Source: an optimization exercise on an open RTL-to-GDS flow (aim: small area, a short achievable clock period and few clock cycles per item). Production flows keep margins and buffers that such runs may drop.
In this exercise RTL edits were held to simulation tests only and were not proved equivalent to the original.

// EC_TOP
module EC_TOP(
    clk, rst_n, in_valid,
    in_Px, in_Py, in_Qx, in_Qy, in_prime, in_a,
    out_valid, out_Rx, out_Ry
);
clock: 90.0 ns
lec_check: 0
cap_margin: 20
core_margin: 2
core_utilization: 40
slew_margin: 20
standard.sh (not shown) runs the stock make flow with config.mk's settings and CLKGATE_MAP_FILE= SYNTH_SCRIPT=/design/flow/synth_recipe.tcl, a recipe that flattens the netlist after the stock synthesis.
==> flow/flow/run.sh <==
#!/bin/bash
# Layout flow: the standard synthesis, then the combinational logic between the
# registers is re-mapped with a stronger ABC script (every register instance, its name
# and its cell type are kept as the standard synthesis made them), then the standard
# layout steps from floorplan to finish.
set -euo pipefail
HERE=$(pwd)
RES=$HERE/orfs/results/${FLOW_PLATFORM}/EC_TOP/base
LIB=$FLOW_HOME/platforms/${FLOW_PLATFORM}/lib/sky130_fd_sc_hd__tt_025C_1v80.lib
YOSYS=$FLOW_HOME/../tools/install/yosys/bin/yosys
[ -x "$YOSYS" ] || YOSYS=yosys

# 1. standard synthesis
bash standard.sh synth > std_synth.log 2>&1
cp $RES/1_2_yosys.v std_synth.v

# 2. re-map the combinational logic
DU=""
for c in $(cat flow/dont_use.txt); do DU="$DU -dont_use $c"; done
cat > resynth.ys <<EOT
read_liberty -ignore_miss_func $LIB
read_verilog std_synth.v
hierarchy -top $FLOW_TOP
setattr -mod -set keep_hierarchy 1 sky130_fd_sc_hd__*df* sky130_fd_sc_hd__*dl*
flatten
opt_clean -purge
tee -o resynth_before.txt stat -liberty $LIB
abc -script $HERE/flow/resynth.abc -liberty $LIB $DU
opt_clean -purge
hilomap -singleton -hicell sky130_fd_sc_hd__conb_1 HI -locell sky130_fd_sc_hd__conb_1 LO
splitnets
opt_clean -purge
select $FLOW_TOP
tee -o resynth_after.txt stat -liberty $LIB
write_verilog -noattr -nohex -nodec -selected resynth.v
EOT
$YOSYS -l resynth.log -q resynth.ys > /dev/null 2>&1
cp resynth.v $RES/1_2_yosys.v
rm -f $RES/1_synth.odb $RES/1_synth.sdc

# 3. standard layout from the new netlist
# the setup margin makes the resizer shorten every register-to-register path
# whose slack is under the margin (so paths longer than 90 - margin ns)
SETUP_SLACK_MARGIN=67 bash standard.sh > std_layout.log 2>&1
Other scripts of this flow, unchanged in this note and not shown: flow/flow/dont_use.txt, flow/flow/resynth.abc
The baseline produced a clean layout.
Testbench counts at the start, summed over its fixed seeds: cycles 9,600, items 3,200.
Rerun with:
--- a/flow/flow/run.sh
+++ b/flow/flow/run.sh
@@ -43,2 +43,2 @@
 # whose slack is under the margin (so paths longer than 90 - margin ns)
-SETUP_SLACK_MARGIN=67 bash standard.sh > std_layout.log 2>&1
+SETUP_SLACK_MARGIN=69 bash standard.sh > std_layout.log 2>&1
What happened: Sequential share of layout area goes down by 0.78 points; final cell count goes up by 1.4%; worst setup slack gets better by 1.1 ns.
Rerun with:
--- a/flow/flow/run.sh
+++ b/flow/flow/run.sh
@@ -43,2 +43,4 @@
 # whose slack is under the margin (so paths longer than 90 - margin ns)
-SETUP_SLACK_MARGIN=69 bash standard.sh > std_layout.log 2>&1
+# ports get the smallest plain buffer rather than the resizer's pick (a delay cell)
+export BUFFER_PORTS_ARGS="-buffer_cell sky130_fd_sc_hd__buf_1"
+SETUP_SLACK_MARGIN=68 bash standard.sh > std_layout.log 2>&1
- PLACE_DENSITY: not set -> 0.75
- routed wire length fell by about 4%
- area after synthesis does not change
- clock skew fell by 0.0030 ns
- global-route usage fell by 1.6 points
- synthesized cell count does not change
- final cell count fell by about 0.75%
- design area fell by 7.8%
Rerun with:
--- a/flow/flow/run.sh
+++ b/flow/flow/run.sh
@@ -43,4 +43,2 @@
 # whose slack is under the margin (so paths longer than 90 - margin ns)
-# ports get the smallest plain buffer rather than the resizer's pick (a delay cell)
-export BUFFER_PORTS_ARGS="-buffer_cell sky130_fd_sc_hd__buf_1"
 SETUP_SLACK_MARGIN=68 bash standard.sh > std_layout.log 2>&1
- PLACE_DENSITY: 0.75 -> not set
Outcome: Final area went up by 2.6%; setup slack gets better by 0.11 ns; worst hold slack improved by 0.0081 ns; synthesized area does not change; via count fell by 2.6%; routed wire length is about the same; die area does not change; core utilization is higher by 1.2 points; register-to-register slack improved by 0.11 ns.

Setup of main:
Another version of the RTL of EC_TOP (not shown whole).
For scale: about 2400 cells after synthesis, roughly 57 flip-flops, about 52 I/O pins, about 0.015 mm^2 of cells after synthesis.
Settings: LEC_CHECK=0, ABC_AREA=1, CAP_MARGIN=20, CORE_MARGIN=2, CORE_UTILIZATION=40, SLEW_MARGIN=20; clock period 90.0 ns.
run.sh (not shown) runs the stock make flow with config.mk's settings and CLKGATE_MAP_FILE= SYNTH_SCRIPT=/design/flow/synth_recipe.tcl, a recipe that flattens the netlist after the stock synthesis.
Stock flow here: none of the scripts above is used.
main ended with every stage complete and zero timing, DRC or antenna violations.
Testbench counts of main, summed over its fixed seeds: cycles 9,600, items 3,200.
Changes in the feature branch relative to main:
- ABC_AREA no longer set, was 1
[summary]
Per the comparison of the feature branch with main, share of cell area taken by muxes after synthesis went up, non-clock buffer area fraction after layout went up, area fraction in compound gates after synthesis went up, non-clock buffer instance count of the final layout went up.
Between the feature branch and main, the mapped cell area is higher for the feature branch.
Utilization of the core after routing, the feature branch and main, higher one = main.
Run comparison: main cell with the largest stage delay on the worst path sky130_fd_sc_hd__nand4_1; the feature branch cell with the largest stage delay on the worst path sky130_fd_sc_hd__o311ai_0

Setup of lane 1:
Another version of the RTL of EC_TOP (not shown whole).
Size in the first run: ~2100 cells after synthesis, about 12000 µm² of cells after synthesis.
export LEC_CHECK = 0
export CAP_MARGIN = 20
export CORE_MARGIN = 2
export CORE_UTILIZATION = 40
export SLEW_MARGIN = 20
create_clock -name core_clock -period 90.0 [get_ports {clk}]
standard.sh (not shown) runs the stock make flow with config.mk's settings and CLKGATE_MAP_FILE= SYNTH_SCRIPT=/design/flow/synth_recipe.tcl, a recipe that flattens the netlist after the stock synthesis.
==> flow/flow/run.sh <==
#!/bin/bash
# Layout flow: the standard synthesis, then the combinational logic between the
# registers is re-mapped with a stronger ABC script (every register instance, its name
# and its cell type are kept as the standard synthesis made them), then the standard
# layout steps from floorplan to finish.
set -euo pipefail
HERE=$(pwd)
RES=$HERE/orfs/results/${FLOW_PLATFORM}/EC_TOP/base
LIB=$FLOW_HOME/platforms/${FLOW_PLATFORM}/lib/sky130_fd_sc_hd__tt_025C_1v80.lib
YOSYS=$FLOW_HOME/../tools/install/yosys/bin/yosys
[ -x "$YOSYS" ] || YOSYS=yosys

# 1. standard synthesis
bash standard.sh synth > std_synth.log 2>&1
cp $RES/1_2_yosys.v std_synth.v

# 2. re-map the combinational logic
DU=""
for c in $(cat flow/dont_use.txt); do DU="$DU -dont_use $c"; done
cat > resynth.ys <<EOT
read_liberty -ignore_miss_func $LIB
read_verilog std_synth.v
hierarchy -top $FLOW_TOP
setattr -mod -set keep_hierarchy 1 sky130_fd_sc_hd__*df* sky130_fd_sc_hd__*dl*
flatten
opt_clean -purge
tee -o resynth_before.txt stat -liberty $LIB
abc -script $HERE/flow/resynth.abc -liberty $LIB $DU
opt_clean -purge
hilomap -singleton -hicell sky130_fd_sc_hd__conb_1 HI -locell sky130_fd_sc_hd__conb_1 LO
splitnets
opt_clean -purge
select $FLOW_TOP
tee -o resynth_after.txt stat -liberty $LIB
write_verilog -noattr -nohex -nodec -selected resynth.v
EOT
$YOSYS -l resynth.log -q resynth.ys > /dev/null 2>&1
cp resynth.v $RES/1_2_yosys.v
rm -f $RES/1_synth.odb $RES/1_synth.sdc

# 3. standard layout from the new netlist
# the setup margin makes the resizer shorten every register-to-register path
# whose slack is under the margin (so paths longer than 90 - margin ns)
SETUP_SLACK_MARGIN=68 bash standard.sh > std_layout.log 2>&1
==> flow/flow/resynth.abc <==
strash
dc2
balance; rewrite; refactor; balance; rewrite; rewrite -z; balance; refactor -z; rewrite -z; balance
dch -f
&get -n
&dch -f
&nf
&put
strash
dc2
balance; rewrite; refactor; balance; rewrite; rewrite -z; balance; refactor -z; rewrite -z; balance
&get -n
&deepsyn -T 20
&put
dch -f
map -a
map -D 14000
topo
Other scripts of this flow, unchanged in this note and not shown: flow/flow/dont_use.txt
Testbench counts of lane 1, summed over its fixed seeds: cycles 9,600, items 3,200.
Setup changes, lane 1 to lane 2
-- flow/flow/resynth.abc --
<<< lane 1, line 17
map -D 14000
>>> lane 2, line 17
map -a
Findings:
- The via count reported for lane 2 is lower than the one for lane 1.
- Run comparison: lane 1 topmost layer with routed signal wires met4; lane 2 topmost layer with routed signal wires met5
- Compared with lane 1, lane 2 shows core outline area lower by 6.6%.
- Between lane 2 and lane 1, the sequential share of layout area does not differ in any meaningful way.
- Routed wire length is higher on lane 1
- Relative to lane 1, the total routed wire length on the met1 layer measured on lane 2 has decreased by a few percent.
- Diff lane 1 -> lane 2 | via count of the first global-routing pass | decrease of 614
- Lane 2 ends up with a number of cells on the critical path that is 24 higher than in lane 1.
The inputs of lane 3 differ from those of lane 2 as listed below.
- putting PLACE_DENSITY at 0.8 where nothing was set
-- flow/flow/resynth.abc --
<<< lane 2, line 17
map -a
>>> lane 3, line 17
map -D 14000
--- outcome ---
- Summary of lane 3 over lane 2: number of placed instances, taps included grew by about 8%, number of resized instances in the post-cts repair step moved down, via count normalized by instance count went up by 2.7%, core utilization fell 4.7 points, non-clock buffer count lower.

EC_TOP again, from the RTL that the note above started with.
clock: 90.0 ns
lec_check: 0
cap_margin: 0
core_margin: 2
core_utilization: 40
slew_margin: 0
==> flow/flow/dont_use.txt <==
sky130_fd_sc_hd__probe_p_8 sky130_fd_sc_hd__probec_p_8 sky130_fd_sc_hd__lpflow_bleeder_1 sky130_fd_sc_hd__lpflow_clkbufkapwr_1 sky130_fd_sc_hd__lpflow_clkbufkapwr_16 sky130_fd_sc_hd__lpflow_clkbufkapwr_2 sky130_fd_sc_hd__lpflow_clkbufkapwr_4 sky130_fd_sc_hd__lpflow_clkbufkapwr_8 sky130_fd_sc_hd__lpflow_clkinvkapwr_1 sky130_fd_sc_hd__lpflow_clkinvkapwr_16 sky130_fd_sc_hd__lpflow_clkinvkapwr_2 sky130_fd_sc_hd__lpflow_clkinvkapwr_4 sky130_fd_sc_hd__lpflow_clkinvkapwr_8 sky130_fd_sc_hd__lpflow_decapkapwr_12 sky130_fd_sc_hd__lpflow_decapkapwr_3 sky130_fd_sc_hd__lpflow_decapkapwr_4 sky130_fd_sc_hd__lpflow_decapkapwr_6 sky130_fd_sc_hd__lpflow_decapkapwr_8 sky130_fd_sc_hd__lpflow_inputiso0n_1 sky130_fd_sc_hd__lpflow_inputiso0p_1 sky130_fd_sc_hd__lpflow_inputiso1n_1 sky130_fd_sc_hd__lpflow_inputiso1p_1 sky130_fd_sc_hd__lpflow_inputisolatch_1 sky130_fd_sc_hd__lpflow_isobufsrc_1 sky130_fd_sc_hd__lpflow_isobufsrc_16 sky130_fd_sc_hd__lpflow_isobufsrc_2 sky130_fd_sc_hd__lpflow_isobufsrc_4 sky130_fd_sc_hd__lpflow_isobufsrc_8 sky130_fd_sc_hd__lpflow_isobufsrckapwr_16 sky130_fd_sc_hd__lpflow_lsbuf_lh_hl_isowell_tap_1 sky130_fd_sc_hd__lpflow_lsbuf_lh_hl_isowell_tap_2 sky130_fd_sc_hd__lpflow_lsbuf_lh_hl_isowell_tap_4 sky130_fd_sc_hd__lpflow_lsbuf_lh_isowell_4 sky130_fd_sc_hd__lpflow_lsbuf_lh_isowell_tap_1 sky130_fd_sc_hd__lpflow_lsbuf_lh_isowell_tap_2 sky130_fd_sc_hd__lpflow_lsbuf_lh_isowell_tap_4
==> flow/flow/resynth.abc <==
strash
dc2
balance; rewrite; refactor; balance; rewrite; rewrite -z; balance; refactor -z; rewrite -z; balance
dch -f
&get -n
&dch -f
&nf
&put
strash
dc2
balance; rewrite; refactor; balance; rewrite; rewrite -z; balance; refactor -z; rewrite -z; balance
&get -n
&deepsyn -T 20
&put
dch -f
map -a
map -D 14000
topo
Scripts as last shown in full above: flow/flow/run.sh
The starting point produced a clean layout.
Testbench counts at the start, summed over its fixed seeds: cycles 9,600, items 3,200.
Change:
--- a/flow/flow/run.sh
+++ b/flow/flow/run.sh
@@ -42,3 +42,3 @@
 # the setup margin makes the resizer shorten every register-to-register path
 # whose slack is under the margin (so paths longer than 90 - margin ns)
-SETUP_SLACK_MARGIN=68 bash standard.sh > std_layout.log 2>&1
+SETUP_SLACK_MARGIN=70 bash standard.sh > std_layout.log 2>&1
--- a/flow/config.mk
+++ b/flow/config.mk
@@ -6,6 +6,6 @@
 export NUM_CORES = 4
 export LEC_CHECK = 0
-export CAP_MARGIN = 0
+export CAP_MARGIN = 20
 export CORE_MARGIN = 2
 export CORE_UTILIZATION = 40
-export SLEW_MARGIN = 0
+export SLEW_MARGIN = 20
What happened: The changed run passed the timing, DRC and antenna checks; worst setup slack gets better by 740 ps; wire length climbs by about 4%; die area does not change; first-iteration DRC count came out higher by about 34%; critical path depth fell by 116; synthesized cell count stays the same.

## try-ember
Another version of the RTL of EC_TOP (not shown whole).
Size: roughly 52 I/O pins.
==> flow/config.mk <==
export PLATFORM = sky130hd
export DESIGN_NAME = EC_TOP
export DESIGN_NICKNAME = EC_TOP
export VERILOG_FILES = /design/flow/design.v
export SDC_FILE = /design/flow/constraint.sdc
export NUM_CORES = 4
export LEC_CHECK = 0
export CAP_MARGIN = 20
export CORE_MARGIN = 2
export CORE_UTILIZATION = 50
export CTS_BUF_LIST = sky130_fd_sc_hd__clkbuf_4 sky130_fd_sc_hd__clkbuf_8
export SLEW_MARGIN = 20
==> flow/constraint.sdc <==
create_clock -name core_clock -period 90.0 [get_ports {clk}]
set_input_delay 18.0000 -clock core_clock [delete_from_list [all_inputs] [get_ports {clk}]]
set_output_delay 18.0000 -clock core_clock [all_outputs]
set_load 0.01 [all_outputs]
==> flow/flow/run.sh <==
#!/bin/bash
# Layout flow: the standard synthesis, then the combinational logic between the
# registers is re-mapped with a stronger ABC script (every register instance, its name
# and its cell type are kept as the standard synthesis made them), then the standard
# layout steps from floorplan to finish.
set -euo pipefail
HERE=$(pwd)
RES=$HERE/orfs/results/${FLOW_PLATFORM}/EC_TOP/base
LIB=$FLOW_HOME/platforms/${FLOW_PLATFORM}/lib/sky130_fd_sc_hd__tt_025C_1v80.lib
YOSYS=$FLOW_HOME/../tools/install/yosys/bin/yosys
[ -x "$YOSYS" ] || YOSYS=yosys

# 1. standard synthesis
bash standard.sh synth > std_synth.log 2>&1
cp $RES/1_2_yosys.v std_synth.v

# 2. re-map the combinational logic
DU=""
for c in $(cat flow/dont_use.txt); do DU="$DU -dont_use $c"; done
cat > resynth.ys <<EOT
read_liberty -ignore_miss_func $LIB
read_verilog std_synth.v
hierarchy -top $FLOW_TOP
setattr -mod -set keep_hierarchy 1 sky130_fd_sc_hd__*df* sky130_fd_sc_hd__*dl*
flatten
opt_clean -purge
tee -o resynth_before.txt stat -liberty $LIB
abc -script $HERE/flow/resynth.abc -liberty $LIB $DU
opt_clean -purge
hilomap -singleton -hicell sky130_fd_sc_hd__conb_1 HI -locell sky130_fd_sc_hd__conb_1 LO
splitnets
opt_clean -purge
select $FLOW_TOP
tee -o resynth_after.txt stat -liberty $LIB
write_verilog -noattr -nohex -nodec -selected resynth.v
EOT
$YOSYS -l resynth.log -q resynth.ys > /dev/null 2>&1
cp resynth.v $RES/1_2_yosys.v
rm -f $RES/1_synth.odb $RES/1_synth.sdc

# 3. standard layout from the new netlist
# the setup margin makes the resizer shorten every register-to-register path
# whose slack is under the margin (so paths longer than 90 - margin ns)
# ports get the smallest plain buffer rather than the resizer's pick (a delay cell)
export BUFFER_PORTS_ARGS="-buffer_cell sky130_fd_sc_hd__buf_1"
SETUP_SLACK_MARGIN=68 bash standard.sh > std_layout.log 2>&1
Scripts as last shown in full above: flow/flow/dont_use.txt, flow/flow/resynth.abc
Testbench counts of try-ember, summed over its fixed seeds: cycles 9,600, items 3,200.
diff inputs: try-ember => try-tundra
- a deleted CTS_BUF_LIST that had been sky130_fd_sc_hd__clkbuf_4 sky130_fd_sc_hd__clkbuf_8
- a change of CORE_UTILIZATION from 50 to 40
- an added PLACE_DENSITY of 0.75
## What came out
- When try-tundra is measured against try-ember, its die width turns out 11% higher.
- Of try-tundra and try-ember, try-ember shows the lower layout filler cell count, with try-tundra above it.
- try-tundra ended with more post-detailed-routing wire length than try-ember.
- Between try-ember and try-tundra, part of the cycle the worst path needs decreased.
- try-tundra — number of standard cells in the final layout excluding fillers 61 higher, try-ember as reference
Inputs modified between try-tundra and try-harbor:
- PLACE_DENSITY removed (was 0.75)
- CTS_BUF_LIST newly set to sky130_fd_sc_hd__clkbuf_4 sky130_fd_sc_hd__clkbuf_8
-- flow/flow/resynth.abc --
<<< try-tundra, line 16
map -a
map -D 14000
topo
>>> try-harbor, line 16
map -a
map -D 16000
topo
[summary]
Startpoint of the most critical setup path = p[2]: try-tundra; startpoint of the most critical setup path = p[1]: try-harbor. Looking at sequential share of layout area, try-harbor sits 0.21 points below try-tundra. Measured against each other, try-harbor and try-tundra differ in number of buffers outside the clock class in the layout, the lower figure coming from try-tundra. Against try-tundra, try-harbor reports a detailed-route vias per instance that is lower. Compared with try-tundra, try-harbor shows a routed wire length that is 870 um higher. Worst setup slack ends up lower on try-harbor. When try-harbor is measured against try-tundra, its worst reg2reg path depth turns out 17 higher. Delta(routability congestion estimate from global placement, try-harbor - try-tundra) < 0. As of try-harbor, via count had fallen by a few percent compared to try-tundra.
Inputs modified between try-harbor and try-zinc:
-- flow/flow/run.sh --
<<< try-harbor, line 45
export BUFFER_PORTS_ARGS="-buffer_cell sky130_fd_sc_hd__buf_1"
SETUP_SLACK_MARGIN=68 bash standard.sh > std_layout.log 2>&1
>>> try-zinc, line 45
export BUFFER_PORTS_ARGS="-buffer_cell sky130_fd_sc_hd__buf_1"
SETUP_SLACK_MARGIN=69.5 bash standard.sh > std_layout.log 2>&1
-- flow/flow/resynth.abc --
<<< try-harbor, line 16
map -a
map -D 16000
topo
>>> try-zinc, line 16
map -a
map -D 14000
topo
Results
Changes observed in try-zinc relative to try-harbor: maximum frequency climbed about 3%, via count of the first global-routing pass went up, final instance count without filler cells +about 0.8%, routed length on met1 grew by 2.5%. Relative to try-harbor, portion of the clock cycle consumed by the worst path in the final layout has gone down in try-zinc. Going from try-harbor to try-zinc, instance count of the mapped netlist grows by 26. Instance count after placement with tap cells included: try-zinc and try-harbor compared, lower one is try-harbor. Higher register-to-register slack goes to try-zinc over try-harbor. Delta (try-zinc minus try-harbor): cell area higher. Startpoint of the most critical setup path: p[1] -> try-harbor, in_Px[3] -> try-zinc.
#### Input delta (try-umber over try-zinc)
-- flow/flow/run.sh --
<<< try-zinc, line 45
export BUFFER_PORTS_ARGS="-buffer_cell sky130_fd_sc_hd__buf_1"
SETUP_SLACK_MARGIN=69.5 bash standard.sh > std_layout.log 2>&1
>>> try-umber, line 45
export BUFFER_PORTS_ARGS="-buffer_cell sky130_fd_sc_hd__buf_1"
SETUP_SLACK_MARGIN=68 bash standard.sh > std_layout.log 2>&1
-- flow/flow/resynth.abc --
<<< try-zinc, line 16
map -a
map -D 14000
topo
>>> try-umber, line 16
map -a
map -D 12500
topo
--- outcome ---
Summary of try-umber over try-zinc: synthesized cell area +6.9%; area of combinational cells with multiple inputs +120 um^2; average cell area after synthesis -about 1.3%.
Final cell area: try-umber above try-zinc
Looking only at fraction of the core area covered by cells at the end of the flow, and setting everything else aside, the higher value of try-zinc and try-umber goes to try-zinc.
Delta (try-umber minus try-zinc): non-clock buffer count decreased by 21 relative to the old numbers; worst clock skew increased by 0.0067 ns relative to the old numbers.
On try-umber: global-route track usage on met2 is 2.7 points higher than what try-zinc gave.
try-umber did not stop at any stage, and its layout met the timing, DRC and antenna checks.
try-zinc has a lower total global routing track utilization than try-umber.
The following lists how try-pepper was set up differently from try-umber:
- an added GPL_ROUTABILITY_DRIVEN of 0
-- flow/flow/resynth.abc --
<<< try-umber, line 16
map -a
map -D 12500
topo
>>> try-pepper, line 16
map -a
map -D 14000
topo
[summary]
try-umber closes out successfully: all stages finished, all timing, DRC and antenna checks passed. try-pepper: done, clean on timing, DRC and antenna. Delta (try-pepper minus try-umber): wire length lower, summed area of non-filler cells in the final layout shrank by 630 um^2, shortest period the worst path allows fell by 0.077 ns, setup slack of the most critical reg-to-reg path shows no meaningful change. try-pepper vs try-umber: number of nets in the layout down.

[port drivers added, routing unchanged]
Ports are ideal in the flow. The routed layouts listed here were re-timed in OpenROAD.
Step 1, drivers: a clkbuf_16 drives clk and a buf_2 each remaining input, both assumed.
Step 2 moves the port delays by t, midway between the first and last clock arrival at a register: inputs arrive t later, outputs are due t later. That takes back most of the time a late clock gives input paths.
Three values: ideal, step 1, step 2; two values: the first two.
| run | t (ns) | setup WS [ns] | hold WS [ns] | worst slew at a driven data input, ns | cell pins on the clock port's net |
|---|---|---|---|---|---|
| the first run of note 1 | 0.352 | 68.845 / 68.845 / 68.845 | 0.369 / 0.369 / 0.369 | 0.04 | 1 |
| the second run of note 1 | 0.337 | 69.990 / 69.990 / 69.854 | 0.354 / 0.354 / 0.354 | 0.04 | 1 |
| the third run of note 1 | 0.345 | 69.529 / 69.529 / 69.529 | 0.361 / 0.361 / 0.361 | 0.05 | 1 |
| the fourth run of note 1 | 0.349 | 69.636 / 69.636 / 69.636 | 0.369 / 0.369 / 0.369 | 0.04 | 1 |
| main | 0.391 | 62.150 / 62.150 / 62.150 | 0.349 / 0.349 / 0.349 | 0.05 | 1 |
| the feature branch | 0.384 | 55.497 / 55.497 / 55.497 | 0.348 / 0.348 / 0.348 | 0.06 | 1 |
| lane 1 | 0.339 | 69.444 / 69.444 / 69.444 | 0.351 / 0.351 / 0.351 | 0.05 | 1 |
| lane 2 | 0.332 | 68.872 / 68.872 / 68.872 | 0.350 / 0.350 / 0.350 | 0.04 | 1 |
| lane 3 | 0.324 | 69.422 / 69.422 / 69.422 | 0.364 / 0.364 / 0.364 | 0.05 | 1 |
| the first run of note 4 | 0.339 | 69.444 / 69.444 / 69.444 | 0.351 / 0.351 / 0.351 | 0.05 | 1 |
| the second run of note 4 | 0.330 | 70.188 / 70.189 / 69.860 | 0.377 / 0.377 / 0.377 | 0.05 | 1 |
| try-ember | 0.350 | 69.756 / 69.756 / 69.756 | 0.374 / 0.374 / 0.374 | 0.04 | 1 |
| try-tundra | 0.327 | 69.948 / 69.948 / 69.883 | 0.358 / 0.358 / 0.358 | 0.04 | 1 |
| try-harbor | 0.338 | 69.771 / 69.771 / 69.771 | 0.355 / 0.355 / 0.355 | 0.03 | 1 |
| try-zinc | 0.341 | 70.353 / 70.365 / 70.024 | 0.369 / 0.369 / 0.369 | 0.04 | 1 |
| try-umber | 0.345 | 70.143 / 70.160 / 69.815 | 0.360 / 0.360 / 0.360 | 0.04 | 1 |
| try-pepper | 0.349 | 70.219 / 70.237 / 69.888 | 0.361 / 0.361 / 0.361 | 0.03 | 1 |
After both steps setup and hold are still met in every run listed. The setup slack of try-pepper, which loses most, moves by +0.018 ns with the drivers and by -0.331 ns with both steps.
